Background: an optimization exercise with open tools, aiming at small area, a short achievable clock period and few clock cycles per item. Do not read the settings as production practice. Function was checked by simulation only, so behaviour that the tests miss may differ from the original.

## flow/design.v (module list and top-level ports; edited modules follow where they fit)
// module SNN: 1850 lines
// module snn_fa: 10 lines
// module snn_ha: 9 lines
module SNN(
	clk,
	rst_n,
	in_valid,
	img,
	ker,
	weight,
	out_valid,
	out_data
);
  // ...
==> flow/run.sh <==
#!/bin/bash
# synth_recipe.tcl (not shown) runs the flow's synth.tcl, then flattens the netlist and writes it again
# the make line also repeats each setting of config.mk as NAME=value (left out here)
make -C /OpenROAD-flow-scripts/flow DESIGN_CONFIG=/design/flow/config.mk WORK_HOME=/design/flow/orfs CLKGATE_MAP_FILE= SYNTH_SCRIPT=/design/flow/synth_recipe.tcl finish
==> flow/config.mk <==
export PLATFORM = sky130hd
export DESIGN_NAME = SNN
export DESIGN_NICKNAME = SNN
export VERILOG_FILES = /design/flow/design.v
export SDC_FILE = /design/flow/constraint.sdc
export NUM_CORES = 4
export LEC_CHECK = 0
export CAP_MARGIN = 20
export CORE_MARGIN = 2
export CORE_UTILIZATION = 40
export SLEW_MARGIN = 20
export SYNTH_HIERARCHICAL = 1
==> flow/constraint.sdc <==
create_clock -name core_clock -period 17.0 [get_ports {clk}]
set_input_delay 3.4000 -clock core_clock [delete_from_list [all_inputs] [get_ports {clk}]]
set_output_delay 3.4000 -clock core_clock [all_outputs]
set_load 0.01 [all_outputs]
==> results_dict.tcl, run 1 <==
set metrics [dict create \
    status "no timing/DRC/antenna violations" \
    cts_hold_buffers 0 \
    grt_max_degree 51 \
    holdPathStages 0 \
    cts_root_buf "clkbuf_16" \
    clock_skew_ns 0.0340 \
    htreeDepth 2 \
    max_freq_ghz 0.179 \
    clkCellAreaFrac 0.0477 \
    row_count 115 \
    synth_flop_cell "dfxtp_1" \
    finalSetupTns_ns 0 \
    synth_top_family_by_area "adder cells" \
    place_area_um2 41500 \
    whs_endpoint "xbot" \
    slew_headroom 0.344 \
    nMultiInputCombCells 2338 \
    nClkBuffers 66 \
    clk_latency_ns 0.64 \
    drt-initial-drc-count 1012 \
    seq_area_frac 0.293 \
    holdCritPathClass "reg -> reg" \
    antenna_found_initial 7 \
    grt_pass1_wl_um 140000 \
    dp.cells 4313 \
    die_y_um 318 \
]
Testbench counts, summed over its fixed seeds: cycles 14,976, items 192.
==> run 2: changes to the inputs <==
--- a/flow/design.v
+++ b/flow/design.v
@@ -59,6 +59,7 @@
 end
 reg       v1;
 reg [7:0] px;
+reg [7:0] pxl;    
 reg       img1;
 reg [2:0] row1;
 reg [2:0] col1;
@@ -70,6 +71,8 @@
 end
 always @(posedge clk) begin
 	px   <= img;
+	if (in_valid)
+		pxl <= img;
 	img1 <= cnt_img;
 	row1 <= cnt_row;
 	col1 <= cnt_col;
@@ -91,12 +94,11 @@
 reg  [19:0] a1_s, a1_c, a2_s, a2_c, a3_s, a3_c;
 reg  [19:0] conv;
 reg  [7:0]  m;
-wire        mright;
-wire [7:0]  wsel0 = mright ? w2 : w0;
-wire [7:0]  wsel1 = mright ? w3 : w1;
-reg  [15:0] p0, p1;
-wire [15:0] pin0 = mright ? p0 : 16'd0;
-wire [15:0] pin1 = mright ? p1 : 16'd0;
+reg         mright;
+reg         mv, mv_d;
+reg  [16:0] xs;
+reg  [15:0] pin;
+reg  [7:0]  wsel;
 wire s1_0, s1_1;
 snn_fa s1_0_u (.a((k0[0] & sr11[6])), .b((k0[1] & sr11[5])), .c((k0[2] & sr11[4])), .s(s1_0), .co(s1_1));
 wire s1_2, s1_3;
@@ -853,8 +855,6 @@
 snn_fa s2_412_u (.a(a1_s[17]), .b(a1_c[17]), .c(s2_377), .s(s2_412), .co(s2_413));
 wire s2_414, s2_415;
 snn_ha s2_414_u (.a(a1_s[18]), .b(a1_c[18]), .s(s2_414), .co(s2_415));
-wire s2_416, s2_417;
-snn_ha s2_416_u (.a(a1_s[19]), .b(a1_c[19]), .s(s2_416), .co(s2_417));
 wire s3_0, s3_1;
 snn_ha s3_0_u (.a(a2_s[5]), .b(a2_c[5]), .s(s3_0), .co(s3_1));
 wire s3_2, s3_3;
@@ -1133,8 +1133,6 @@
 snn_ha s3_274_u (.a(a2_s[17]), .b(a2_c[17]), .s(s3_274), .co(s3_275));
 wire s3_276, s3_277;
 snn_ha s3_276_u (.a(a2_s[18]), .b(a2_c[18]), .s(s3_276), .co(s3_277));
-wire s3_278, s3_279;
-snn_ha s3_278_u (.a(a2_s[19]), .b(a2_c[19]), .s(s3_278), .co(s3_279));
 wire s4_0, s4_1;
 snn_ha s4_0_u (.a(a3_s[7]), .b(a3_c[7]), .s(s4_0), .co(s4_1));
 wire s4_2, s4_3;
@@ -1142,55 +1140,55 @@
 wire s4_4, s4_5;
 snn_ha s4_4_u (.a(a3_s[4]), .b(a3_c[4]), .s(s4_4), .co(s4_5));
 wire s4_6, s4_7;
-snn_fa s4_6_u (.a(a3_s[5]), .b(a3_c[5]), .c((k8[0] & px[5])), .s(s4_6), .co(s4_7));
+snn_fa s4_6_u (.a(a3_s[5]), .b(a3_c[5]), .c((k8[0] & pxl[5])), .s(s4_6), .co(s4_7));
 wire s4_8, s4_9;
-snn_ha s4_8_u (.a((k8[1] & px[4])), .b((k8[2] & px[3])), .s(s4_8), .co(s4_9));
+snn_ha s4_8_u (.a((k8[1] & pxl[4])), .b((k8[2] & pxl[3])), .s(s4_8), .co(s4_9));
 wire s4_10, s4_11;
-snn_fa s4_10_u (.a(a3_s[6]), .b(a3_c[6]), .c((k8[0] & px[6])), .s(s4_10), .co(s4_11));
+snn_fa s4_10_u (.a(a3_s[6]), .b(a3_c[6]), .c((k8[0] & pxl[6])), .s(s4_10), .co(s4_11));
 wire s4_12, s4_13;
-snn_fa s4_12_u (.a((k8[1] & px[5])), .b((k8[2] & px[4])), .c((k8[3] & px[3])), .s(s4_12), .co(s4_13));
+snn_fa s4_12_u (.a((k8[1] & pxl[5])), .b((k8[2] & pxl[4])), .c((k8[3] & pxl[3])), .s(s4_12), .co(s4_13));
 wire s4_14, s4_15;
-snn_ha s4_14_u (.a((k8[4] & px[2])), .b((k8[5] & px[1])), .s(s4_14), .co(s4_15));
+snn_ha s4_14_u (.a((k8[4] & pxl[2])), .b((k8[5] & pxl[1])), .s(s4_14), .co(s4_15));
 wire s4_16, s4_17;
-snn_fa s4_16_u (.a(s4_0), .b((k8[0] & px[7])), .c((k8[1] & px[6])), .s(s4_16), .co(s4_17));
+snn_fa s4_16_u (.a(s4_0), .b((k8[0] & pxl[7])), .c((k8[1] & pxl[6])), .s(s4_16), .co(s4_17));
 wire s4_18, s4_19;
-snn_fa s4_18_u (.a((k8[2] & px[5])), .b((k8[3] & px[4])), .c((k8[4] & px[3])), .s(s4_18), .co(s4_19));
+snn_fa s4_18_u (.a((k8[2] & pxl[5])), .b((k8[3] & pxl[4])), .c((k8[4] & pxl[3])), .s(s4_18), .co(s4_19));
 wire s4_20, s4_21;
-snn_fa s4_20_u (.a((k8[5] & px[2])), .b((k8[6] & px[1])), .c((k8[7] & px[0])), .s(s4_20), .co(s4_21));
+snn_fa s4_20_u (.a((k8[5] & pxl[2])), .b((k8[6] & pxl[1])), .c((k8[7] & pxl[0])), .s(s4_20), .co(s4_21));
 wire s4_22, s4_23;
-snn_fa s4_22_u (.a(s4_1), .b(s4_2), .c((k8[1] & px[7])), .s(s4_22), .co(s4_23));
+snn_fa s4_22_u (.a(s4_1), .b(s4_2), .c((k8[1] & pxl[7])), .s(s4_22), .co(s4_23));
 wire s4_24, s4_25;
-snn_fa s4_24_u (.a((k8[2] & px[6])), .b((k8[3] & px[5])), .c((k8[4] & px[4])), .s(s4_24), .co(s4_25));
+snn_fa s4_24_u (.a((k8[2] & pxl[6])), .b((k8[3] & pxl[5])), .c((k8[4] & pxl[4])), .s(s4_24), .co(s4_25));
 wire s4_26, s4_27;
-snn_fa s4_26_u (.a((k8[5] & px[3])), .b((k8[6] & px[2])), .c((k8[7] & px[1])), .s(s4_26), .co(s4_27));
+snn_fa s4_26_u (.a((k8[5] & pxl[3])), .b((k8[6] & pxl[2])), .c((k8[7] & pxl[1])), .s(s4_26), .co(s4_27));
 wire s4_28, s4_29;
 snn_fa s4_28_u (.a(a3_s[9]), .b(a3_c[9]), .c(s4_3), .s(s4_28), .co(s4_29));
 wire s4_30, s4_31;
-snn_fa s4_30_u (.a((k8[2] & px[7])), .b((k8[3] & px[6])), .c((k8[4] & px[5])), .s(s4_30), .co(s4_31));
+snn_fa s4_30_u (.a((k8[2] & pxl[7])), .b((k8[3] & pxl[6])), .c((k8[4] & pxl[5])), .s(s4_30), .co(s4_31));
 wire s4_32, s4_33;
-snn_fa s4_32_u (.a((k8[5] & px[4])), .b((k8[6] & px[3])), .c((k8[7] & px[2])), .s(s4_32), .co(s4_33));
+snn_fa s4_32_u (.a((k8[5] & pxl[4])), .b((k8[6] & pxl[3])), .c((k8[7] & pxl[2])), .s(s4_32), .co(s4_33));
 wire s4_34, s4_35;
-snn_fa s4_34_u (.a(a3_s[10]), .b(a3_c[10]), .c((k8[3] & px[7])), .s(s4_34), .co(s4_35));
+snn_fa s4_34_u (.a(a3_s[10]), .b(a3_c[10]), .c((k8[3] & pxl[7])), .s(s4_34), .co(s4_35));
 wire s4_36, s4_37;
-snn_fa s4_36_u (.a((k8[4] & px[6])), .b((k8[5] & px[5])), .c((k8[6] & px[4])), .s(s4_36), .co(s4_37));
+snn_fa s4_36_u (.a((k8[4] & pxl[6])), .b((k8[5] & pxl[5])), .c((k8[6] & pxl[4])), .s(s4_36), .co(s4_37));
 wire s4_38, s4_39;
-snn_fa s4_38_u (.a(a3_s[11]), .b(a3_c[11]), .c((k8[4] & px[7])), .s(s4_38), .co(s4_39));
+snn_fa s4_38_u (.a(a3_s[11]), .b(a3_c[11]), .c((k8[4] & pxl[7])), .s(s4_38), .co(s4_39));
 wire s4_40, s4_41;
 snn_ha s4_40_u (.a(a3_s[2]), .b(a3_c[2]), .s(s4_40), .co(s4_41));
 wire s4_42, s4_43;
-snn_fa s4_42_u (.a(a3_s[3]), .b(a3_c[3]), .c((k8[0] & px[3])), .s(s4_42), .co(s4_43));
+snn_fa s4_42_u (.a(a3_s[3]), .b(a3_c[3]), .c((k8[0] & pxl[3])), .s(s4_42), .co(s4_43));
 wire s4_44, s4_45;
-snn_ha s4_44_u (.a((k8[1] & px[2])), .b((k8[2] & px[1])), .s(s4_44), .co(s4_45));
+snn_ha s4_44_u (.a((k8[1] & pxl[2])), .b((k8[2] & pxl[1])), .s(s4_44), .co(s4_45));
 wire s4_46, s4_47;
-snn_fa s4_46_u (.a(s4_4), .b((k8[0] & px[4])), .c((k8[1] & px[3])), .s(s4_46), .co(s4_47));
+snn_fa s4_46_u (.a(s4_4), .b((k8[0] & pxl[4])), .c((k8[1] & pxl[3])), .s(s4_46), .co(s4_47));
 wire s4_48, s4_49;
-snn_fa s4_48_u (.a((k8[2] & px[2])), .b((k8[3] & px[1])), .c((k8[4] & px[0])), .s(s4_48), .co(s4_49));
+snn_fa s4_48_u (.a((k8[2] & pxl[2])), .b((k8[3] & pxl[1])), .c((k8[4] & pxl[0])), .s(s4_48), .co(s4_49));
 wire s4_50, s4_51;
-snn_fa s4_50_u (.a(s4_5), .b((k8[3] & px[2])), .c((k8[4] & px[1])), .s(s4_50), .co(s4_51));
+snn_fa s4_50_u (.a(s4_5), .b((k8[3] & pxl[2])), .c((k8[4] & pxl[1])), .s(s4_50), .co(s4_51));
 wire s4_52, s4_53;
-snn_fa s4_52_u (.a((k8[5] & px[0])), .b(s4_8), .c(s4_6), .s(s4_52), .co(s4_53));
+snn_fa s4_52_u (.a((k8[5] & pxl[0])), .b(s4_8), .c(s4_6), .s(s4_52), .co(s4_53));
 wire s4_54, s4_55;
-snn_fa s4_54_u (.a((k8[6] & px[0])), .b(s4_9), .c(s4_14), .s(s4_54), .co(s4_55));
+snn_fa s4_54_u (.a((k8[6] & pxl[0])), .b(s4_9), .c(s4_14), .s(s4_54), .co(s4_55));
 wire s4_56, s4_57;
 snn_fa s4_56_u (.a(s4_7), .b(s4_10), .c(s4_12), .s(s4_56), .co(s4_57));
 wire s4_58, s4_59;
@@ -1206,25 +1204,25 @@
 wire s4_68, s4_69;
 snn_fa s4_68_u (.a(s4_27), .b(s4_30), .c(s4_32), .s(s4_68), .co(s4_69));
 wire s4_70, s4_71;
-snn_fa s4_70_u (.a((k8[7] & px[3])), .b(s4_29), .c(s4_31), .s(s4_70), .co(s4_71));
+snn_fa s4_70_u (.a((k8[7] & pxl[3])), .b(s4_29), .c(s4_31), .s(s4_70), .co(s4_71));
 wire s4_72, s4_73;
 snn_fa s4_72_u (.a(s4_33), .b(s4_34), .c(s4_36), .s(s4_72), .co(s4_73));
 wire s4_74, s4_75;
-snn_fa s4_74_u (.a((k8[5] & px[6])), .b((k8[6] & px[5])), .c((k8[7] & px[4])), .s(s4_74), .co(s4_75));
+snn_fa s4_74_u (.a((k8[5] & pxl[6])), .b((k8[6] & pxl[5])), .c((k8[7] & pxl[4])), .s(s4_74), .co(s4_75));
 wire s4_76, s4_77;
 snn_fa s4_76_u (.a(s4_35), .b(s4_37), .c(s4_38), .s(s4_76), .co(s4_77));
 wire s4_78, s4_79;
-snn_fa s4_78_u (.a(a3_s[12]), .b(a3_c[12]), .c((k8[5] & px[7])), .s(s4_78), .co(s4_79));
+snn_fa s4_78_u (.a(a3_s[12]), .b(a3_c[12]), .c((k8[5] & pxl[7])), .s(s4_78), .co(s4_79));
 wire s4_80, s4_81;
-snn_fa s4_80_u (.a((k8[6] & px[6])), .b((k8[7] & px[5])), .c(s4_39), .s(s4_80), .co(s4_81));
+snn_fa s4_80_u (.a((k8[6] & pxl[6])), .b((k8[7] & pxl[5])), .c(s4_39), .s(s4_80), .co(s4_81));
 wire s4_82, s4_83;
-snn_fa s4_82_u (.a(a3_s[13]), .b(a3_c[13]), .c((k8[6] & px[7])), .s(s4_82), .co(s4_83));
+snn_fa s4_82_u (.a(a3_s[13]), .b(a3_c[13]), .c((k8[6] & pxl[7])), .s(s4_82), .co(s4_83));
 wire s4_84, s4_85;
 snn_ha s4_84_u (.a(a3_s[1]), .b(a3_c[1]), .s(s4_84), .co(s4_85));
 wire s4_86, s4_87;
-snn_fa s4_86_u (.a(s4_40), .b((k8[0] & px[2])), .c((k8[1] & px[1])), .s(s4_86), .co(s4_87));
+snn_fa s4_86_u (.a(s4_40), .b((k8[0] & pxl[2])), .c((k8[1] & pxl[1])), .s(s4_86), .co(s4_87));
 wire s4_88, s4_89;
-snn_fa s4_88_u (.a(s4_41), .b((k8[3] & px[0])), .c(s4_44), .s(s4_88), .co(s4_89));
+snn_fa s4_88_u (.a(s4_41), .b((k8[3] & pxl[0])), .c(s4_44), .s(s4_88), .co(s4_89));
 wire s4_90, s4_91;
 snn_fa s4_90_u (.a(s4_45), .b(s4_43), .c(s4_46), .s(s4_90), .co(s4_91));
 wire s4_92, s4_93;
@@ -1244,15 +1242,15 @@
 wire s4_106, s4_107;
 snn_fa s4_106_u (.a(s4_75), .b(s4_78), .c(s4_77), .s(s4_106), .co(s4_107));
 wire s4_108, s4_109;
-snn_fa s4_108_u (.a((k8[7] & px[6])), .b(s4_79), .c(s4_82), .s(s4_108), .co(s4_109));
+snn_fa s4_108_u (.a((k8[7] & pxl[6])), .b(s4_79), .c(s4_82), .s(s4_108), .co(s4_109));
 wire s4_110, s4_111;
-snn_fa s4_110_u (.a(a3_s[14]), .b(a3_c[14]), .c((k8[7] & px[7])), .s(s4_110), .co(s4_111));
+snn_fa s4_110_u (.a(a3_s[14]), .b(a3_c[14]), .c((k8[7] & pxl[7])), .s(s4_110), .co(s4_111));
 wire s4_112, s4_113;
 snn_ha s4_112_u (.a(a3_s[0]), .b(a3_c[0]), .s(s4_112), .co(s4_113));
 wire s4_114, s4_115;
-snn_fa s4_114_u (.a(s4_84), .b((k8[0] & px[1])), .c((k8[1] & px[0])), .s(s4_114), .co(s4_115));
+snn_fa s4_114_u (.a(s4_84), .b((k8[0] & pxl[1])), .c((k8[1] & pxl[0])), .s(s4_114), .co(s4_115));
 wire s4_116, s4_117;
-snn_fa s4_116_u (.a(s4_85), .b((k8[2] & px[0])), .c(s4_86), .s(s4_116), .co(s4_117));
+snn_fa s4_116_u (.a(s4_85), .b((k8[2] & pxl[0])), .c(s4_86), .s(s4_116), .co(s4_117));
 wire s4_118, s4_119;
 snn_fa s4_118_u (.a(s4_87), .b(s4_42), .c(s4_88), .s(s4_118), .co(s4_119));
 wire s4_120, s4_121;
@@ -1289,11 +1287,11 @@
 snn_ha s4_150_u (.a(a3_s[19]), .b(a3_c[19]), .s(s4_150), .co(s4_151));
 wire [19:0] s1_s = {1'b0, 1'b0, 1'b0, s1_339, s1_337, s1_335, s1_333, s1_331, s1_329, s1_327, s1_325, s1_323, s1_321, s1_319, s1_317, s1_315, s1_313, s1_311, s1_309, s1_308};
 wire [19:0] s1_c = {1'b0, 1'b0, 1'b0, 1'b0, s1_338, s1_336, s1_334, s1_332, s1_330, s1_328, s1_326, s1_324, s1_322, s1_320, s1_318, s1_316, s1_314, s1_312, s1_310, (k2[0] & sr9[0])};
-wire [19:0] s2_s = {s2_415, s2_413, s2_411, s2_409, s2_407, s2_405, s2_403, s2_401, s2_399, s2_397, s2_395, s2_393, s2_391, s2_389, s2_387, s2_385, s2_383, s2_381, s2_379, s2_378};
-wire [19:0] s2_c = {s2_416, s2_414, s2_412, s2_410, s2_408, s2_406, s2_404, s2_402, s2_400, s2_398, s2_396, s2_394, s2_392, s2_390, s2_388, s2_386, s2_384, s2_382, s2_380, s2_344};
-wire [19:0] s3_s = {s3_277, s3_275, s3_273, s3_271, s3_269, s3_267, s3_265, s3_263, s3_261, s3_259, s3_257, s3_255, s3_253, s3_251, s3_249, s3_247, s3_245, s3_243, s3_241, s3_240};
-wire [19:0] s3_c = {s3_278, s3_276, s3_274, s3_272, s3_270, s3_268, s3_266, s3_264, s3_262, s3_260, s3_258, s3_256, s3_254, s3_252, s3_250, s3_248, s3_246, s3_244, s3_242, (k7[0] & px[0])};
-wire [19:0] conv_nx = {s4_149, s4_147, s4_145, s4_143, s4_141, s4_139, s4_137, s4_135, s4_133, s4_131, s4_129, s4_127, s4_125, s4_123, s4_121, s4_119, s4_117, s4_115, s4_113, s4_112} + {s4_150, s4_148, s4_146, s4_144, s4_142, s4_140, s4_138, s4_136, s4_134, s4_132, s4_130, s4_128, s4_126, s4_124, s4_122, s4_120, s4_118, s4_116, s4_114, (k8[0] & px[0])};
+wire [19:0] s2_s = {1'b0, s2_413, s2_411, s2_409, s2_407, s2_405, s2_403, s2_401, s2_399, s2_397, s2_395, s2_393, s2_391, s2_389, s2_387, s2_385, s2_383, s2_381, s2_379, s2_378};
+wire [19:0] s2_c = {1'b0, s2_414, s2_412, s2_410, s2_408, s2_406, s2_404, s2_402, s2_400, s2_398, s2_396, s2_394, s2_392, s2_390, s2_388, s2_386, s2_384, s2_382, s2_380, s2_344};
+wire [19:0] s3_s = {1'b0, s3_275, s3_273, s3_271, s3_269, s3_267, s3_265, s3_263, s3_261, s3_259, s3_257, s3_255, s3_253, s3_251, s3_249, s3_247, s3_245, s3_243, s3_241, s3_240};
+wire [19:0] s3_c = {1'b0, s3_276, s3_274, s3_272, s3_270, s3_268, s3_266, s3_264, s3_262, s3_260, s3_258, s3_256, s3_254, s3_252, s3_250, s3_248, s3_246, s3_244, s3_242, (k7[0] & px[0])};
+wire [19:0] conv_nx = {s4_149, s4_147, s4_145, s4_143, s4_141, s4_139, s4_137, s4_135, s4_133, s4_131, s4_129, s4_127, s4_125, s4_123, s4_121, s4_119, s4_117, s4_115, s4_113, s4_112} + {s4_150, s4_148, s4_146, s4_144, s4_142, s4_140, s4_138, s4_136, s4_134, s4_132, s4_130, s4_128, s4_126, s4_124, s4_122, s4_120, s4_118, s4_116, s4_114, (k8[0] & pxl[0])};
 wire dq_0, dq_1;
 snn_ha dq_0_u (.a(~conv[14]), .b(~conv[12]), .s(dq_0), .co(dq_1));
 wire dq_2, dq_3;
@@ -1484,232 +1482,119 @@
 snn_ha dq_186_u (.a(conv[18]), .b(1'b1), .s(dq_186), .co(dq_187));
 wire [22:0] qsum = {dq_185, dq_183, dq_181, dq_179, dq_177, dq_175, dq_173, dq_171, dq_169, dq_167, dq_165, dq_163, dq_161, dq_159, dq_157, dq_155, dq_153, dq_151, dq_149, dq_147, dq_145, dq_143, dq_142} + {dq_186, dq_184, dq_182, dq_180, dq_178, dq_176, dq_174, dq_172, dq_170, dq_168, dq_166, dq_164, dq_162, dq_160, dq_158, dq_156, dq_154, dq_152, dq_150, dq_148, dq_146, dq_144, dq_36};
 wire [7:0] q_nx = qsum[22:15];
-wire fc0_0, fc0_1;
-snn_ha fc0_0_u (.a(pin0[5]), .b((wsel0[0] & m[5])), .s(fc0_0), .co(fc0_1));
-wire fc0_2, fc0_3;
-snn_fa fc0_2_u (.a(pin0[6]), .b((wsel0[0] & m[6])), .c((wsel0[1] & m[5])), .s(fc0_2), .co(fc0_3));
-wire fc0_4, fc0_5;
-snn_ha fc0_4_u (.a((wsel0[2] & m[4])), .b((wsel0[3] & m[3])), .s(fc0_4), .co(fc0_5));
-wire fc0_6, fc0_7;
-snn_fa fc0_6_u (.a(pin0[7]), .b((wsel0[0] & m[7])), .c((wsel0[1] & m[6])), .s(fc0_6), .co(fc0_7));
-wire fc0_8, fc0_9;
-snn_fa fc0_8_u (.a((wsel0[2] & m[5])), .b((wsel0[3] & m[4])), .c((wsel0[4] & m[3])), .s(fc0_8), .co(fc0_9));
-wire fc0_10, fc0_11;
-snn_ha fc0_10_u (.a((wsel0[5] & m[2])), .b((wsel0[6] & m[1])), .s(fc0_10), .co(fc0_11));
-wire fc0_12, fc0_13;
-snn_fa fc0_12_u (.a(pin0[8]), .b((wsel0[1] & m[7])), .c((wsel0[2] & m[6])), .s(fc0_12), .co(fc0_13));
-wire fc0_14, fc0_15;
-snn_fa fc0_14_u (.a((wsel0[3] & m[5])), .b((wsel0[4] & m[4])), .c((wsel0[5] & m[3])), .s(fc0_14), .co(fc0_15));
-wire fc0_16, fc0_17;
-snn_ha fc0_16_u (.a((wsel0[6] & m[2])), .b((wsel0[7] & m[1])), .s(fc0_16), .co(fc0_17));
-wire fc0_18, fc0_19;
-snn_fa fc0_18_u (.a(pin0[9]), .b((wsel0[2] & m[7])), .c((wsel0[3] & m[6])), .s(fc0_18), .co(fc0_19));
-wire fc0_20, fc0_21;
-snn_fa fc0_20_u (.a((wsel0[4] & m[5])), .b((wsel0[5] & m[4])), .c((wsel0[6] & m[3])), .s(fc0_20), .co(fc0_21));
-wire fc0_22, fc0_23;
-snn_fa fc0_22_u (.a(pin0[10]), .b((wsel0[3] & m[7])), .c((wsel0[4] & m[6])), .s(fc0_22), .co(fc0_23));
-wire fc0_24, fc0_25;
-snn_ha fc0_24_u (.a(pin0[3]), .b((wsel0[0] & m[3])), .s(fc0_24), .co(fc0_25));
-wire fc0_26, fc0_27;
-snn_fa fc0_26_u (.a(pin0[4]), .b((wsel0[0] & m[4])), .c((wsel0[1] & m[3])), .s(fc0_26), .co(fc0_27));
-wire fc0_28, fc0_29;
-snn_ha fc0_28_u (.a((wsel0[2] & m[2])), .b((wsel0[3] & m[1])), .s(fc0_28), .co(fc0_29));
-wire fc0_30, fc0_31;
-snn_fa fc0_30_u (.a((wsel0[1] & m[4])), .b((wsel0[2] & m[3])), .c((wsel0[3] & m[2])), .s(fc0_30), .co(fc0_31));
-wire fc0_32, fc0_33;
-snn_fa fc0_32_u (.a((wsel0[4] & m[1])), .b((wsel0[5] & m[0])), .c(fc0_0), .s(fc0_32), .co(fc0_33));
-wire fc0_34, fc0_35;
-snn_fa fc0_34_u (.a((wsel0[4] & m[2])), .b((wsel0[5] & m[1])), .c((wsel0[6] & m[0])), .s(fc0_34), .co(fc0_35));
-wire fc0_36, fc0_37;
-snn_fa fc0_36_u (.a(fc0_1), .b(fc0_4), .c(fc0_2), .s(fc0_36), .co(fc0_37));
-wire fc0_38, fc0_39;
-snn_fa fc0_38_u (.a((wsel0[7] & m[0])), .b(fc0_5), .c(fc0_10), .s(fc0_38), .co(fc0_39));
-wire fc0_40, fc0_41;
-snn_fa fc0_40_u (.a(fc0_3), .b(fc0_6), .c(fc0_8), .s(fc0_40), .co(fc0_41));
-wire fc0_42, fc0_43;
-snn_fa fc0_42_u (.a(fc0_11), .b(fc0_16), .c(fc0_7), .s(fc0_42), .co(fc0_43));
-wire fc0_44, fc0_45;
-snn_fa fc0_44_u (.a(fc0_9), .b(fc0_12), .c(fc0_14), .s(fc0_44), .co(fc0_45));
-wire fc0_46, fc0_47;
-snn_fa fc0_46_u (.a((wsel0[7] & m[2])), .b(fc0_17), .c(fc0_13), .s(fc0_46), .co(fc0_47));
-wire fc0_48, fc0_49;
-snn_fa fc0_48_u (.a(fc0_15), .b(fc0_18), .c(fc0_20), .s(fc0_48), .co(fc0_49));
-wire fc0_50, fc0_51;
-snn_fa fc0_50_u (.a((wsel0[5] & m[5])), .b((wsel0[6] & m[4])), .c((wsel0[7] & m[3])), .s(fc0_50), .co(fc0_51));
-wire fc0_52, fc0_53;
-snn_fa fc0_52_u (.a(fc0_19), .b(fc0_21), .c(fc0_22), .s(fc0_52), .co(fc0_53));
-wire fc0_54, fc0_55;
-snn_fa fc0_54_u (.a(pin0[11]), .b((wsel0[4] & m[7])), .c((wsel0[5] & m[6])), .s(fc0_54), .co(fc0_55));
-wire fc0_56, fc0_57;
-snn_fa fc0_56_u (.a((wsel0[6] & m[5])), .b((wsel0[7] & m[4])), .c(fc0_23), .s(fc0_56), .co(fc0_57));
-wire fc0_58, fc0_59;
-snn_fa fc0_58_u (.a(pin0[12]), .b((wsel0[5] & m[7])), .c((wsel0[6] & m[6])), .s(fc0_58), .co(fc0_59));
-wire fc0_60, fc0_61;
-snn_ha fc0_60_u (.a(pin0[2]), .b((wsel0[0] & m[2])), .s(fc0_60), .co(fc0_61));
-wire fc0_62, fc0_63;
-snn_fa fc0_62_u (.a((wsel0[1] & m[2])), .b((wsel0[2] & m[1])), .c((wsel0[3] & m[0])), .s(fc0_62), .co(fc0_63));
-wire fc0_64, fc0_65;
-snn_fa fc0_64_u (.a((wsel0[4] & m[0])), .b(fc0_25), .c(fc0_28), .s(fc0_64), .co(fc0_65));
-wire fc0_66, fc0_67;
-snn_fa fc0_66_u (.a(fc0_29), .b(fc0_27), .c(fc0_30), .s(fc0_66), .co(fc0_67));
-wire fc0_68, fc0_69;
-snn_fa fc0_68_u (.a(fc0_31), .b(fc0_34), .c(fc0_33), .s(fc0_68), .co(fc0_69));
-wire fc0_70, fc0_71;
-snn_fa fc0_70_u (.a(fc0_35), .b(fc0_38), .c(fc0_37), .s(fc0_70), .co(fc0_71));
-wire fc0_72, fc0_73;
-snn_fa fc0_72_u (.a(fc0_39), .b(fc0_41), .c(fc0_42), .s(fc0_72), .co(fc0_73));
-wire fc0_74, fc0_75;
-snn_fa fc0_74_u (.a(fc0_43), .b(fc0_45), .c(fc0_46), .s(fc0_74), .co(fc0_75));
-wire fc0_76, fc0_77;
-snn_fa fc0_76_u (.a(fc0_50), .b(fc0_47), .c(fc0_49), .s(fc0_76), .co(fc0_77));
-wire fc0_78, fc0_79;
-snn_fa fc0_78_u (.a(fc0_51), .b(fc0_54), .c(fc0_53), .s(fc0_78), .co(fc0_79));
-wire fc0_80, fc0_81;
-snn_fa fc0_80_u (.a((wsel0[7] & m[5])), .b(fc0_55), .c(fc0_58), .s(fc0_80), .co(fc0_81));
-wire fc0_82, fc0_83;
-snn_fa fc0_82_u (.a(pin0[13]), .b((wsel0[6] & m[7])), .c((wsel0[7] & m[6])), .s(fc0_82), .co(fc0_83));
-wire fc0_84, fc0_85;
-snn_ha fc0_84_u (.a(pin0[1]), .b((wsel0[0] & m[1])), .s(fc0_84), .co(fc0_85));
-wire fc0_86, fc0_87;
-snn_fa fc0_86_u (.a((wsel0[1] & m[1])), .b((wsel0[2] & m[0])), .c(fc0_60), .s(fc0_86), .co(fc0_87));
-wire fc0_88, fc0_89;
-snn_fa fc0_88_u (.a(fc0_61), .b(fc0_24), .c(fc0_62), .s(fc0_88), .co(fc0_89));
-wire fc0_90, fc0_91;
-snn_fa fc0_90_u (.a(fc0_63), .b(fc0_26), .c(fc0_64), .s(fc0_90), .co(fc0_91));
-wire fc0_92, fc0_93;
-snn_fa fc0_92_u (.a(fc0_65), .b(fc0_32), .c(fc0_66), .s(fc0_92), .co(fc0_93));
-wire fc0_94, fc0_95;
-snn_fa fc0_94_u (.a(fc0_67), .b(fc0_36), .c(fc0_68), .s(fc0_94), .co(fc0_95));
-wire fc0_96, fc0_97;
-snn_fa fc0_96_u (.a(fc0_40), .b(fc0_69), .c(fc0_70), .s(fc0_96), .co(fc0_97));
-wire fc0_98, fc0_99;
-snn_fa fc0_98_u (.a(fc0_44), .b(fc0_71), .c(fc0_72), .s(fc0_98), .co(fc0_99));
-wire fc0_100, fc0_101;
-snn_fa fc0_100_u (.a(fc0_48), .b(fc0_73), .c(fc0_74), .s(fc0_100), .co(fc0_101));
-wire fc0_102, fc0_103;
-snn_fa fc0_102_u (.a(fc0_52), .b(fc0_75), .c(fc0_76), .s(fc0_102), .co(fc0_103));
-wire fc0_104, fc0_105;
-snn_fa fc0_104_u (.a(fc0_56), .b(fc0_77), .c(fc0_78), .s(fc0_104), .co(fc0_105));
-wire fc0_106, fc0_107;
-snn_fa fc0_106_u (.a(fc0_80), .b(fc0_57), .c(fc0_79), .s(fc0_106), .co(fc0_107));
-wire fc0_108, fc0_109;
-snn_fa fc0_108_u (.a(fc0_82), .b(fc0_59), .c(fc0_81), .s(fc0_108), .co(fc0_109));
-wire fc0_110, fc0_111;
-snn_fa fc0_110_u (.a(pin0[14]), .b((wsel0[7] & m[7])), .c(fc0_83), .s(fc0_110), .co(fc0_111));
-wire [16:0] x0_nx = {1'b0, fc0_111, fc0_109, fc0_107, fc0_105, fc0_103, fc0_101, fc0_99, fc0_97, fc0_95, fc0_93, fc0_91, fc0_89, fc0_87, fc0_85, fc0_84, pin0[0]} + {1'b0, pin0[15], fc0_110, fc0_108, fc0_106, fc0_104, fc0_102, fc0_100, fc0_98, fc0_96, fc0_94, fc0_92, fc0_90, fc0_88, fc0_86, (wsel0[1] & m[0]), (wsel0[0] & m[0])};
-wire fc1_0, fc1_1;
-snn_ha fc1_0_u (.a(pin1[5]), .b((wsel1[0] & m[5])), .s(fc1_0), .co(fc1_1));
-wire fc1_2, fc1_3;
-snn_fa fc1_2_u (.a(pin1[6]), .b((wsel1[0] & m[6])), .c((wsel1[1] & m[5])), .s(fc1_2), .co(fc1_3));
-wire fc1_4, fc1_5;
-snn_ha fc1_4_u (.a((wsel1[2] & m[4])), .b((wsel1[3] & m[3])), .s(fc1_4), .co(fc1_5));
-wire fc1_6, fc1_7;
-snn_fa fc1_6_u (.a(pin1[7]), .b((wsel1[0] & m[7])), .c((wsel1[1] & m[6])), .s(fc1_6), .co(fc1_7));
-wire fc1_8, fc1_9;
-snn_fa fc1_8_u (.a((wsel1[2] & m[5])), .b((wsel1[3] & m[4])), .c((wsel1[4] & m[3])), .s(fc1_8), .co(fc1_9));
-wire fc1_10, fc1_11;
-snn_ha fc1_10_u (.a((wsel1[5] & m[2])), .b((wsel1[6] & m[1])), .s(fc1_10), .co(fc1_11));
-wire fc1_12, fc1_13;
-snn_fa fc1_12_u (.a(pin1[8]), .b((wsel1[1] & m[7])), .c((wsel1[2] & m[6])), .s(fc1_12), .co(fc1_13));
-wire fc1_14, fc1_15;
-snn_fa fc1_14_u (.a((wsel1[3] & m[5])), .b((wsel1[4] & m[4])), .c((wsel1[5] & m[3])), .s(fc1_14), .co(fc1_15));
-wire fc1_16, fc1_17;
-snn_ha fc1_16_u (.a((wsel1[6] & m[2])), .b((wsel1[7] & m[1])), .s(fc1_16), .co(fc1_17));
-wire fc1_18, fc1_19;
-snn_fa fc1_18_u (.a(pin1[9]), .b((wsel1[2] & m[7])), .c((wsel1[3] & m[6])), .s(fc1_18), .co(fc1_19));
-wire fc1_20, fc1_21;
-snn_fa fc1_20_u (.a((wsel1[4] & m[5])), .b((wsel1[5] & m[4])), .c((wsel1[6] & m[3])), .s(fc1_20), .co(fc1_21));
-wire fc1_22, fc1_23;
-snn_fa fc1_22_u (.a(pin1[10]), .b((wsel1[3] & m[7])), .c((wsel1[4] & m[6])), .s(fc1_22), .co(fc1_23));
-wire fc1_24, fc1_25;
-snn_ha fc1_24_u (.a(pin1[3]), .b((wsel1[0] & m[3])), .s(fc1_24), .co(fc1_25));
-wire fc1_26, fc1_27;
-snn_fa fc1_26_u (.a(pin1[4]), .b((wsel1[0] & m[4])), .c((wsel1[1] & m[3])), .s(fc1_26), .co(fc1_27));
-wire fc1_28, fc1_29;
-snn_ha fc1_28_u (.a((wsel1[2] & m[2])), .b((wsel1[3] & m[1])), .s(fc1_28), .co(fc1_29));
-wire fc1_30, fc1_31;
-snn_fa fc1_30_u (.a((wsel1[1] & m[4])), .b((wsel1[2] & m[3])), .c((wsel1[3] & m[2])), .s(fc1_30), .co(fc1_31));
-wire fc1_32, fc1_33;
-snn_fa fc1_32_u (.a((wsel1[4] & m[1])), .b((wsel1[5] & m[0])), .c(fc1_0), .s(fc1_32), .co(fc1_33));
-wire fc1_34, fc1_35;
-snn_fa fc1_34_u (.a((wsel1[4] & m[2])), .b((wsel1[5] & m[1])), .c((wsel1[6] & m[0])), .s(fc1_34), .co(fc1_35));
-wire fc1_36, fc1_37;
-snn_fa fc1_36_u (.a(fc1_1), .b(fc1_4), .c(fc1_2), .s(fc1_36), .co(fc1_37));
-wire fc1_38, fc1_39;
-snn_fa fc1_38_u (.a((wsel1[7] & m[0])), .b(fc1_5), .c(fc1_10), .s(fc1_38), .co(fc1_39));
-wire fc1_40, fc1_41;
-snn_fa fc1_40_u (.a(fc1_3), .b(fc1_6), .c(fc1_8), .s(fc1_40), .co(fc1_41));
-wire fc1_42, fc1_43;
-snn_fa fc1_42_u (.a(fc1_11), .b(fc1_16), .c(fc1_7), .s(fc1_42), .co(fc1_43));
-wire fc1_44, fc1_45;
-snn_fa fc1_44_u (.a(fc1_9), .b(fc1_12), .c(fc1_14), .s(fc1_44), .co(fc1_45));
-wire fc1_46, fc1_47;
-snn_fa fc1_46_u (.a((wsel1[7] & m[2])), .b(fc1_17), .c(fc1_13), .s(fc1_46), .co(fc1_47));
-wire fc1_48, fc1_49;
-snn_fa fc1_48_u (.a(fc1_15), .b(fc1_18), .c(fc1_20), .s(fc1_48), .co(fc1_49));
-wire fc1_50, fc1_51;
-snn_fa fc1_50_u (.a((wsel1[5] & m[5])), .b((wsel1[6] & m[4])), .c((wsel1[7] & m[3])), .s(fc1_50), .co(fc1_51));
-wire fc1_52, fc1_53;
-snn_fa fc1_52_u (.a(fc1_19), .b(fc1_21), .c(fc1_22), .s(fc1_52), .co(fc1_53));
-wire fc1_54, fc1_55;
-snn_fa fc1_54_u (.a(pin1[11]), .b((wsel1[4] & m[7])), .c((wsel1[5] & m[6])), .s(fc1_54), .co(fc1_55));
-wire fc1_56, fc1_57;
-snn_fa fc1_56_u (.a((wsel1[6] & m[5])), .b((wsel1[7] & m[4])), .c(fc1_23), .s(fc1_56), .co(fc1_57));
-wire fc1_58, fc1_59;
-snn_fa fc1_58_u (.a(pin1[12]), .b((wsel1[5] & m[7])), .c((wsel1[6] & m[6])), .s(fc1_58), .co(fc1_59));
-wire fc1_60, fc1_61;
-snn_ha fc1_60_u (.a(pin1[2]), .b((wsel1[0] & m[2])), .s(fc1_60), .co(fc1_61));
-wire fc1_62, fc1_63;
-snn_fa fc1_62_u (.a((wsel1[1] & m[2])), .b((wsel1[2] & m[1])), .c((wsel1[3] & m[0])), .s(fc1_62), .co(fc1_63));
-wire fc1_64, fc1_65;
-snn_fa fc1_64_u (.a((wsel1[4] & m[0])), .b(fc1_25), .c(fc1_28), .s(fc1_64), .co(fc1_65));
-wire fc1_66, fc1_67;
-snn_fa fc1_66_u (.a(fc1_29), .b(fc1_27), .c(fc1_30), .s(fc1_66), .co(fc1_67));
-wire fc1_68, fc1_69;
-snn_fa fc1_68_u (.a(fc1_31), .b(fc1_34), .c(fc1_33), .s(fc1_68), .co(fc1_69));
-wire fc1_70, fc1_71;
-snn_fa fc1_70_u (.a(fc1_35), .b(fc1_38), .c(fc1_37), .s(fc1_70), .co(fc1_71));
-wire fc1_72, fc1_73;
-snn_fa fc1_72_u (.a(fc1_39), .b(fc1_41), .c(fc1_42), .s(fc1_72), .co(fc1_73));
-wire fc1_74, fc1_75;
-snn_fa fc1_74_u (.a(fc1_43), .b(fc1_45), .c(fc1_46), .s(fc1_74), .co(fc1_75));
-wire fc1_76, fc1_77;
-snn_fa fc1_76_u (.a(fc1_50), .b(fc1_47), .c(fc1_49), .s(fc1_76), .co(fc1_77));
-wire fc1_78, fc1_79;
-snn_fa fc1_78_u (.a(fc1_51), .b(fc1_54), .c(fc1_53), .s(fc1_78), .co(fc1_79));
-wire fc1_80, fc1_81;
-snn_fa fc1_80_u (.a((wsel1[7] & m[5])), .b(fc1_55), .c(fc1_58), .s(fc1_80), .co(fc1_81));
-wire fc1_82, fc1_83;
-snn_fa fc1_82_u (.a(pin1[13]), .b((wsel1[6] & m[7])), .c((wsel1[7] & m[6])), .s(fc1_82), .co(fc1_83));
-wire fc1_84, fc1_85;
-snn_ha fc1_84_u (.a(pin1[1]), .b((wsel1[0] & m[1])), .s(fc1_84), .co(fc1_85));
-wire fc1_86, fc1_87;
-snn_fa fc1_86_u (.a((wsel1[1] & m[1])), .b((wsel1[2] & m[0])), .c(fc1_60), .s(fc1_86), .co(fc1_87));
-wire fc1_88, fc1_89;
-snn_fa fc1_88_u (.a(fc1_61), .b(fc1_24), .c(fc1_62), .s(fc1_88), .co(fc1_89));
-wire fc1_90, fc1_91;
-snn_fa fc1_90_u (.a(fc1_63), .b(fc1_26), .c(fc1_64), .s(fc1_90), .co(fc1_91));
-wire fc1_92, fc1_93;
-snn_fa fc1_92_u (.a(fc1_65), .b(fc1_32), .c(fc1_66), .s(fc1_92), .co(fc1_93));
-wire fc1_94, fc1_95;
-snn_fa fc1_94_u (.a(fc1_67), .b(fc1_36), .c(fc1_68), .s(fc1_94), .co(fc1_95));
-wire fc1_96, fc1_97;
-snn_fa fc1_96_u (.a(fc1_40), .b(fc1_69), .c(fc1_70), .s(fc1_96), .co(fc1_97));
-wire fc1_98, fc1_99;
-snn_fa fc1_98_u (.a(fc1_44), .b(fc1_71), .c(fc1_72), .s(fc1_98), .co(fc1_99));
-wire fc1_100, fc1_101;
-snn_fa fc1_100_u (.a(fc1_48), .b(fc1_73), .c(fc1_74), .s(fc1_100), .co(fc1_101));
-wire fc1_102, fc1_103;
-snn_fa fc1_102_u (.a(fc1_52), .b(fc1_75), .c(fc1_76), .s(fc1_102), .co(fc1_103));
-wire fc1_104, fc1_105;
-snn_fa fc1_104_u (.a(fc1_56), .b(fc1_77), .c(fc1_78), .s(fc1_104), .co(fc1_105));
-wire fc1_106, fc1_107;
-snn_fa fc1_106_u (.a(fc1_80), .b(fc1_57), .c(fc1_79), .s(fc1_106), .co(fc1_107));
-wire fc1_108, fc1_109;
-snn_fa fc1_108_u (.a(fc1_82), .b(fc1_59), .c(fc1_81), .s(fc1_108), .co(fc1_109));
-wire fc1_110, fc1_111;
-snn_fa fc1_110_u (.a(pin1[14]), .b((wsel1[7] & m[7])), .c(fc1_83), .s(fc1_110), .co(fc1_111));
-wire [16:0] x1_nx = {1'b0, fc1_111, fc1_109, fc1_107, fc1_105, fc1_103, fc1_101, fc1_99, fc1_97, fc1_95, fc1_93, fc1_91, fc1_89, fc1_87, fc1_85, fc1_84, pin1[0]} + {1'b0, pin1[15], fc1_110, fc1_108, fc1_106, fc1_104, fc1_102, fc1_100, fc1_98, fc1_96, fc1_94, fc1_92, fc1_90, fc1_88, fc1_86, (wsel1[1] & m[0]), (wsel1[0] & m[0])};
+wire fc_0, fc_1;
+snn_ha fc_0_u (.a(pin[5]), .b((wsel[0] & m[5])), .s(fc_0), .co(fc_1));
+wire fc_2, fc_3;
+snn_fa fc_2_u (.a(pin[6]), .b((wsel[0] & m[6])), .c((wsel[1] & m[5])), .s(fc_2), .co(fc_3));
+wire fc_4, fc_5;
+snn_ha fc_4_u (.a((wsel[2] & m[4])), .b((wsel[3] & m[3])), .s(fc_4), .co(fc_5));
+wire fc_6, fc_7;
+snn_fa fc_6_u (.a(pin[7]), .b((wsel[0] & m[7])), .c((wsel[1] & m[6])), .s(fc_6), .co(fc_7));
+wire fc_8, fc_9;
+snn_fa fc_8_u (.a((wsel[2] & m[5])), .b((wsel[3] & m[4])), .c((wsel[4] & m[3])), .s(fc_8), .co(fc_9));
+wire fc_10, fc_11;
+snn_ha fc_10_u (.a((wsel[5] & m[2])), .b((wsel[6] & m[1])), .s(fc_10), .co(fc_11));
+wire fc_12, fc_13;
+snn_fa fc_12_u (.a(pin[8]), .b((wsel[1] & m[7])), .c((wsel[2] & m[6])), .s(fc_12), .co(fc_13));
+wire fc_14, fc_15;
+snn_fa fc_14_u (.a((wsel[3] & m[5])), .b((wsel[4] & m[4])), .c((wsel[5] & m[3])), .s(fc_14), .co(fc_15));
+wire fc_16, fc_17;
+snn_ha fc_16_u (.a((wsel[6] & m[2])), .b((wsel[7] & m[1])), .s(fc_16), .co(fc_17));
+wire fc_18, fc_19;
+snn_fa fc_18_u (.a(pin[9]), .b((wsel[2] & m[7])), .c((wsel[3] & m[6])), .s(fc_18), .co(fc_19));
+wire fc_20, fc_21;
+snn_fa fc_20_u (.a((wsel[4] & m[5])), .b((wsel[5] & m[4])), .c((wsel[6] & m[3])), .s(fc_20), .co(fc_21));
+wire fc_22, fc_23;
+snn_fa fc_22_u (.a(pin[10]), .b((wsel[3] & m[7])), .c((wsel[4] & m[6])), .s(fc_22), .co(fc_23));
+wire fc_24, fc_25;
+snn_ha fc_24_u (.a(pin[3]), .b((wsel[0] & m[3])), .s(fc_24), .co(fc_25));
+wire fc_26, fc_27;
+snn_fa fc_26_u (.a(pin[4]), .b((wsel[0] & m[4])), .c((wsel[1] & m[3])), .s(fc_26), .co(fc_27));
+wire fc_28, fc_29;
+snn_ha fc_28_u (.a((wsel[2] & m[2])), .b((wsel[3] & m[1])), .s(fc_28), .co(fc_29));
+wire fc_30, fc_31;
+snn_fa fc_30_u (.a((wsel[1] & m[4])), .b((wsel[2] & m[3])), .c((wsel[3] & m[2])), .s(fc_30), .co(fc_31));
+wire fc_32, fc_33;
+snn_fa fc_32_u (.a((wsel[4] & m[1])), .b((wsel[5] & m[0])), .c(fc_0), .s(fc_32), .co(fc_33));
+wire fc_34, fc_35;
+snn_fa fc_34_u (.a((wsel[4] & m[2])), .b((wsel[5] & m[1])), .c((wsel[6] & m[0])), .s(fc_34), .co(fc_35));
+wire fc_36, fc_37;
+snn_fa fc_36_u (.a(fc_1), .b(fc_4), .c(fc_2), .s(fc_36), .co(fc_37));
+wire fc_38, fc_39;
+snn_fa fc_38_u (.a((wsel[7] & m[0])), .b(fc_5), .c(fc_10), .s(fc_38), .co(fc_39));
+wire fc_40, fc_41;
+snn_fa fc_40_u (.a(fc_3), .b(fc_6), .c(fc_8), .s(fc_40), .co(fc_41));
+wire fc_42, fc_43;
+snn_fa fc_42_u (.a(fc_11), .b(fc_16), .c(fc_7), .s(fc_42), .co(fc_43));
+wire fc_44, fc_45;
+snn_fa fc_44_u (.a(fc_9), .b(fc_12), .c(fc_14), .s(fc_44), .co(fc_45));
+wire fc_46, fc_47;
+snn_fa fc_46_u (.a((wsel[7] & m[2])), .b(fc_17), .c(fc_13), .s(fc_46), .co(fc_47));
+wire fc_48, fc_49;
+snn_fa fc_48_u (.a(fc_15), .b(fc_18), .c(fc_20), .s(fc_48), .co(fc_49));
+wire fc_50, fc_51;
+snn_fa fc_50_u (.a((wsel[5] & m[5])), .b((wsel[6] & m[4])), .c((wsel[7] & m[3])), .s(fc_50), .co(fc_51));
+wire fc_52, fc_53;
+snn_fa fc_52_u (.a(fc_19), .b(fc_21), .c(fc_22), .s(fc_52), .co(fc_53));
+wire fc_54, fc_55;
+snn_fa fc_54_u (.a(pin[11]), .b((wsel[4] & m[7])), .c((wsel[5] & m[6])), .s(fc_54), .co(fc_55));
+wire fc_56, fc_57;
+snn_fa fc_56_u (.a((wsel[6] & m[5])), .b((wsel[7] & m[4])), .c(fc_23), .s(fc_56), .co(fc_57));
+wire fc_58, fc_59;
+snn_fa fc_58_u (.a(pin[12]), .b((wsel[5] & m[7])), .c((wsel[6] & m[6])), .s(fc_58), .co(fc_59));
+wire fc_60, fc_61;
+snn_ha fc_60_u (.a(pin[2]), .b((wsel[0] & m[2])), .s(fc_60), .co(fc_61));
+wire fc_62, fc_63;
+snn_fa fc_62_u (.a((wsel[1] & m[2])), .b((wsel[2] & m[1])), .c((wsel[3] & m[0])), .s(fc_62), .co(fc_63));
+wire fc_64, fc_65;
+snn_fa fc_64_u (.a((wsel[4] & m[0])), .b(fc_25), .c(fc_28), .s(fc_64), .co(fc_65));
+wire fc_66, fc_67;
+snn_fa fc_66_u (.a(fc_29), .b(fc_27), .c(fc_30), .s(fc_66), .co(fc_67));
+wire fc_68, fc_69;
+snn_fa fc_68_u (.a(fc_31), .b(fc_34), .c(fc_33), .s(fc_68), .co(fc_69));
+wire fc_70, fc_71;
+snn_fa fc_70_u (.a(fc_35), .b(fc_38), .c(fc_37), .s(fc_70), .co(fc_71));
+wire fc_72, fc_73;
+snn_fa fc_72_u (.a(fc_39), .b(fc_41), .c(fc_42), .s(fc_72), .co(fc_73));
+wire fc_74, fc_75;
+snn_fa fc_74_u (.a(fc_43), .b(fc_45), .c(fc_46), .s(fc_74), .co(fc_75));
+wire fc_76, fc_77;
+snn_fa fc_76_u (.a(fc_50), .b(fc_47), .c(fc_49), .s(fc_76), .co(fc_77));
+wire fc_78, fc_79;
+snn_fa fc_78_u (.a(fc_51), .b(fc_54), .c(fc_53), .s(fc_78), .co(fc_79));
+wire fc_80, fc_81;
+snn_fa fc_80_u (.a((wsel[7] & m[5])), .b(fc_55), .c(fc_58), .s(fc_80), .co(fc_81));
+wire fc_82, fc_83;
+snn_fa fc_82_u (.a(pin[13]), .b((wsel[6] & m[7])), .c((wsel[7] & m[6])), .s(fc_82), .co(fc_83));
+wire fc_84, fc_85;
+snn_ha fc_84_u (.a(pin[1]), .b((wsel[0] & m[1])), .s(fc_84), .co(fc_85));
+wire fc_86, fc_87;
+snn_fa fc_86_u (.a((wsel[1] & m[1])), .b((wsel[2] & m[0])), .c(fc_60), .s(fc_86), .co(fc_87));
+wire fc_88, fc_89;
+snn_fa fc_88_u (.a(fc_61), .b(fc_24), .c(fc_62), .s(fc_88), .co(fc_89));
+wire fc_90, fc_91;
+snn_fa fc_90_u (.a(fc_63), .b(fc_26), .c(fc_64), .s(fc_90), .co(fc_91));
+wire fc_92, fc_93;
+snn_fa fc_92_u (.a(fc_65), .b(fc_32), .c(fc_66), .s(fc_92), .co(fc_93));
+wire fc_94, fc_95;
+snn_fa fc_94_u (.a(fc_67), .b(fc_36), .c(fc_68), .s(fc_94), .co(fc_95));
+wire fc_96, fc_97;
+snn_fa fc_96_u (.a(fc_40), .b(fc_69), .c(fc_70), .s(fc_96), .co(fc_97));
+wire fc_98, fc_99;
+snn_fa fc_98_u (.a(fc_44), .b(fc_71), .c(fc_72), .s(fc_98), .co(fc_99));
+wire fc_100, fc_101;
+snn_fa fc_100_u (.a(fc_48), .b(fc_73), .c(fc_74), .s(fc_100), .co(fc_101));
+wire fc_102, fc_103;
+snn_fa fc_102_u (.a(fc_52), .b(fc_75), .c(fc_76), .s(fc_102), .co(fc_103));
+wire fc_104, fc_105;
+snn_fa fc_104_u (.a(fc_56), .b(fc_77), .c(fc_78), .s(fc_104), .co(fc_105));
+wire fc_106, fc_107;
+snn_fa fc_106_u (.a(fc_80), .b(fc_57), .c(fc_79), .s(fc_106), .co(fc_107));
+wire fc_108, fc_109;
+snn_fa fc_108_u (.a(fc_82), .b(fc_59), .c(fc_81), .s(fc_108), .co(fc_109));
+wire fc_110, fc_111;
+snn_fa fc_110_u (.a(pin[14]), .b((wsel[7] & m[7])), .c(fc_83), .s(fc_110), .co(fc_111));
+wire [16:0] x_nx = {1'b0, fc_111, fc_109, fc_107, fc_105, fc_103, fc_101, fc_99, fc_97, fc_95, fc_93, fc_91, fc_89, fc_87, fc_85, fc_84, pin[0]} + {1'b0, pin[15], fc_110, fc_108, fc_106, fc_104, fc_102, fc_100, fc_98, fc_96, fc_94, fc_92, fc_90, fc_88, fc_86, (wsel[1] & m[0]), (wsel[0] & m[0])};
 always @(posedge clk) begin
 	a1_s <= s1_s;
 	a1_c <= s1_c;
@@ -1754,38 +1639,38 @@
 reg  [7:0] mp_l, mp_r;
 wire [7:0] mcur = qc[1] ? mp_r : mp_l;
 wire [7:0] mnew = (qr[0] || qc[0]) ? ((mcur > q) ? mcur : q) : q;
-reg mv;
+wire       mdone = qv && qr[0] && qc[0];
 reg mimg;
-reg mright_r;
 reg mbot;
-assign mright = mright_r;
 always @(posedge clk) begin
 	if (qv && !qc[1])
 		mp_l <= mnew;
 	if (qv && qc[1])
 		mp_r <= mnew;
-	m        <= mnew;
-	mimg     <= qimg;
-	mright_r <= qc[1];
-	mbot     <= qr[1];
+	if (mdone) begin
+		m      <= mnew;
+		mimg   <= qimg;
+		mright <= qc[1];
+		mbot   <= qr[1];
+	end
 end
 always @(posedge clk or negedge rst_n) begin
-	if (!rst_n)
-		mv <= 1'b0;
-	else
-		mv <= qv && qr[0] && qc[0];
+	if (!rst_n) begin
+		mv   <= 1'b0;
+		mv_d <= 1'b0;
+	end else begin
+		mv   <= mdone;
+		mv_d <= mv;
+	end
 end
-reg  [16:0] x0s, x1s;
-reg         xv;
-reg         ximg;
-reg         xbot;
+reg xv;
+reg ximg;
+reg xbot;
+wire nxt_right = mdone ? qc[1] : mright;
 always @(posedge clk) begin
-	if (mv && !mright) begin
-		p0 <= x0_nx[15:0];
-		p1 <= x1_nx[15:0];
-	end
-	x0s  <= x0_nx;
-	x1s  <= x1_nx;
+	xs   <= x_nx;
+	pin  <= nxt_right ? xs[15:0] : 16'd0;
+	wsel <= mdone ? (qc[1] ? w2 : w0) : (mright ? w3 : w1);
 	ximg <= mimg;
 	xbot <= mbot;
 end
@@ -1793,53 +1678,40 @@
 	if (!rst_n)
 		xv <= 1'b0;
 	else
-		xv <= mv && mright;
+		xv <= (mv || mv_d) && mright;
 end
-wire [15:0] y0 = x0s[16:1];
-wire [15:0] y1 = x1s[16:1];
-wire [16:0] f0p = y0 + y0[15:8] + 17'd1;
-wire [16:0] f1p = y1 + y1[15:8] + 17'd1;
-reg  [7:0]  f0, f1;
-reg         fv;
-reg         fimg;
-reg         fbot;
+wire [15:0] y = xs[16:1];
+wire [7:0]  yh = y[15:8];
+wire [8:0]  fl = y[7:0] + yh + 9'd1;
+wire        fc = fl[8];
+wire [7:0]  f = yh + fc;
+reg  [7:0] fa0, fa1, fa2, fa3;
+reg  [9:0] acc;
+reg  [1:0] fcnt;
+wire [9:0] base = (fcnt == 2'd0) ? 10'd0 : acc;
+wire [9:0] sp = base + fa0 - yh - fc;
+wire [9:0] sn = base + yh + fc - fa0;
+wire [9:0] dtot = (fa0 > yh) ? sp : sn;
 always @(posedge clk) begin
-	f0   <= f0p[15:8];
-	f1   <= f1p[15:8];
-	fimg <= ximg;
-	fbot <= xbot;
+	if (xv) begin
+		fa0 <= fa1;
+		fa1 <= fa2;
+		fa2 <= fa3;
+		fa3 <= f;
+		acc <= dtot;
+	end
 end
 always @(posedge clk or negedge rst_n) begin
 	if (!rst_n)
-		fv <= 1'b0;
-	else
-		fv <= xv;
-end
-reg  [7:0] fa0, fa1, fa2, fa3;
-reg  [8:0] s01;
-wire [7:0] ra0 = fbot ? fa2 : fa0;
-wire [7:0] ra1 = fbot ? fa3 : fa1;
-wire [7:0] d0 = (ra0 > f0) ? ra0 - f0 : f0 - ra0;
-wire [7:0] d1 = (ra1 > f1) ? ra1 - f1 : f1 - ra1;
-wire [8:0] dsum = d0 + d1;
-wire [9:0] dtot = dsum + s01;
-always @(posedge clk) begin
-	if (fv && !fimg && !fbot) begin
-		fa0 <= f0;
-		fa1 <= f1;
-	end
-	if (fv && !fimg && fbot) begin
-		fa2 <= f0;
-		fa3 <= f1;
-	end
-	if (fv && fimg && !fbot)
-		s01 <= dsum;
+		fcnt <= 2'd0;
+	else if (xv)
+		fcnt <= fcnt + 2'd1;
 end
 always @(posedge clk or negedge rst_n) begin
 	if (!rst_n) begin
 		out_valid <= 1'b0;
 		out_data  <= 10'd0;
-	end else if (fv && fimg && fbot) begin
+	end else if (xv && ximg && fcnt == 2'd3) begin
 		out_valid <= 1'b1;
 		out_data  <= (dtot > 10'd15) ? dtot : 10'd0;
 	end else begin
==> run 2 against run 1 <==
Critical endpoint is now k2[5]. Still clean on timing, DRC and antenna. Die area is 10% lower. Critical path type is now in -> reg. Wire length is 8.3% lower. Via count is 12% lower.
==> results_dict.tcl, run 2 <==
set metrics [dict create \
    status "no timing/DRC/antenna violations" \
    worstMarginPinSlew_ns 1.03 \
    wl_per_cell_um 20.1 \
    final_util 0.446 \
    layout_setup_ws_ns 11.66 \
    start_kind "input port" \
    port_buffers 37 \
    worstPathArrival_ns 5.60 \
    areaGrowthSynthToFinish_pct 10.9 \
    maxCapViolations 0 \
    clk_pin_slew_ns 0.06 \
    clock_skew_ns 0.0232 \
    via_per_inst 4.99 \
    syn_area_um2 35400 \
    htreeDepth 2 \
    largest_reg_flops 20 \
    cts.sinks 496 \
    ant_nets 0 \
    required_ns 17.27 \
    grt_pass1_wl_um 128000 \
    die_y_um 302 \
    synth_seq_area_share 0.335 \
    synth_most_common_cell "fa_1" \
    rsz0062_at_grt "no" \
    final_cell_mix "685 x fa_1, 650 x and2_1, 291 x dfxtp_1" \
    critPathKind "in -> reg" \
    synth.avg_cell_area_um2 13.6 \
    async_reset_ff_frac 0.0524 \
    synth_area_leaders "fa_1 39%, dfxtp_1 16%, edfxtp_1 15%" \
    gp_congestion 0.879 \
    final_nets 3614 \
    top_register "conv" \
    dpl_worst_slack_ns 10.99 \
    end_kind "flip-flop" \
    place_area_um2 37400 \
    grt_max_degree 47 \
    ctsResizeCount 0 \
    vias 19568 \
    cts_tree "done" \
    antenna_found_initial 4 \
    dieArea_um2 90900 \
    grt_pass1_vias 22840 \
    slew_headroom 0.312 \
    final-setup-viol-count 0 \
    clk_latency_ns 0.64 \
    hold_violations 0 \
    cts_root_buf "clkbuf_16" \
    drt_first_pass_iters 4 \
    drt-initial-drc-count 1035 \
    ys_top_cells_by_count "685 x fa_1, 650 x and2_1, 291 x dfxtp_1, 189 x ha_1, 179 x edfxtp_1" \
    postSynthCellCount 2604 \
    post-cts-setup-buffer-count 0 \
    die_w_um 302 \
    start_util 0.402 \
    drive_above_1_share 0.0439 \
    fin_crit_ns 5.34 \
    worstPathMaxFanout 17 \
    period_share 0.314 \
    holdCritPathClass "reg -> reg" \
    synth_edf_count 179 \
    drc 0 \
    yosys.area.top_type "fa_1" \
    numCtsBuffers 54 \
    clock_path_buffers 3 \
    row_count 109 \
    grt.total_usage 0.183 \
    final_common_cell "fa_1" \
    stdcell_area_um2 39300 \
    synth_cell_types 68 \
    synth_flop_cell "dfxtp_1" \
    synthDominantCellAreaShare 0.387 \
    cts_hold_buffers 0 \
    ios 38 \
    ys_warn_count 7 \
    slew_violations 0 \
    max_freq_ghz 0.187 \
    core_um2 88100 \
    routed_wirelength_um 78900 \
    grt_overflow 0 \
    finalSetupTns_ns 0 \
    ys_seq_elements 496 \
    hpwl_um 63700 \
]
run 2: final timing paths:
kind | from | to | slack [ns] | depth (start not counted)
max in group asynchronous | rst_n | xv | 13.56 | 2
hold reg to reg | sr8[0] | sr9[0] | 0.31 | 0
min in group asynchronous | rst_n | out_data[1] | 3.14 | 2
hold / removal | sr8[0] | sr9[0] | 0.31 | 0
setup reg to reg | k8[3] | conv[16] | 12.20 | 13
setup / recovery | in_valid | k2[5] | 11.66 | 5
run 2: logic make-up after synthesis:
group                      share of synthesized area
buffers and inverters                         0.0130
DFF                                            0.335
and+or+nand+nor                                0.142
xor gates and xnor gates                      0.0151
other                                       0.000212
adders and majority gates                      0.454
muxes                                        0.00689
AOI/OAI and AO/OA                             0.0343
run 2: metrics by stage:
step,hold WS (ns),cells
floorplan,0.310,2625
global placement,0.312,3822
detailed placement,0.312,3822
CTS,0.301,3923
global route,0.307,3923
finish,0.314,3925
run 2: cell type report:
cell class	count	area, um^2
Tap cell	1165	1460
Multi-Input combinational cell	2007	23200
Clock inverter	35	483
Antenna cell	2	5.00
Fill cell	8012	48800
Timing Repair Buffer	42	408
Inverter	112	420
Clock buffer	66	1450
Sequential cell	496	11900
run 2: layer usage:
layer | routed length (um) | share of wire | track usage | up-vias
met5 | 41 | 0.00052 | 0 | -
met4 | 1910 | 0.024 | 0.0507 | 6
met3 | 3680 | 0.047 | 0.0312 | 121
met2 | 39600 | 0.50 | 0.313 | 391
met1 | 33600 | 0.43 | 0.239 | 10375
li1 | - | - | - | 8675
run 2: per-module statistics from Yosys, one instance, submodules excluded:
module | flops+latches | area (um^2) | cells | times used
SNN | 496 | 21100 | 1861 | 1
snn_fa | 0 | 20.0 | 1 | 665
snn_ha | 0 | 12.5 | 1 | 78
run 2: worst max-delay path: stages:
cell and delay [ns]:
clkdlybuf4s50_1 0.45, buf_4 0.23, nor4b_1 0.41, nand2b_1 0.33
nor2_2 0.76
Testbench counts of run 2, summed over its fixed seeds: cycles 14,976, items 192.

## what the ideal ports hide
The flow's constraints put no driver on any port. The routed layouts listed below were extracted and timed again, unchanged, in two steps. Step 1: set_driving_cell puts a clkbuf_16 on clk and a buf_2 on each other input, an assumption about the parent block. Step 2, shift: input delay + t, output delay - t, t = (earliest + latest rising clock arrival at the registers) / 2. This alone moves slack from input paths to output paths. a / b / c = ideal / step 1 / step 2; a / b = the first two.
run | t, ns | slack for setup (ns) | hold WS [ns] | pins driven straight from the clock port
run 1 | 0.690 | 11.419 / 11.419 / 11.010 | 0.319 / 0.319 / 0.319 | 1
run 2 | 0.688 | 11.662 / 11.690 / 11.003 | 0.314 / 0.314 / 0.314 | 1
After both steps setup and hold are still met in every run listed. The setup slack of run 2, which loses most, moves by +0.028 ns with the drivers and by -0.659 ns with both steps.
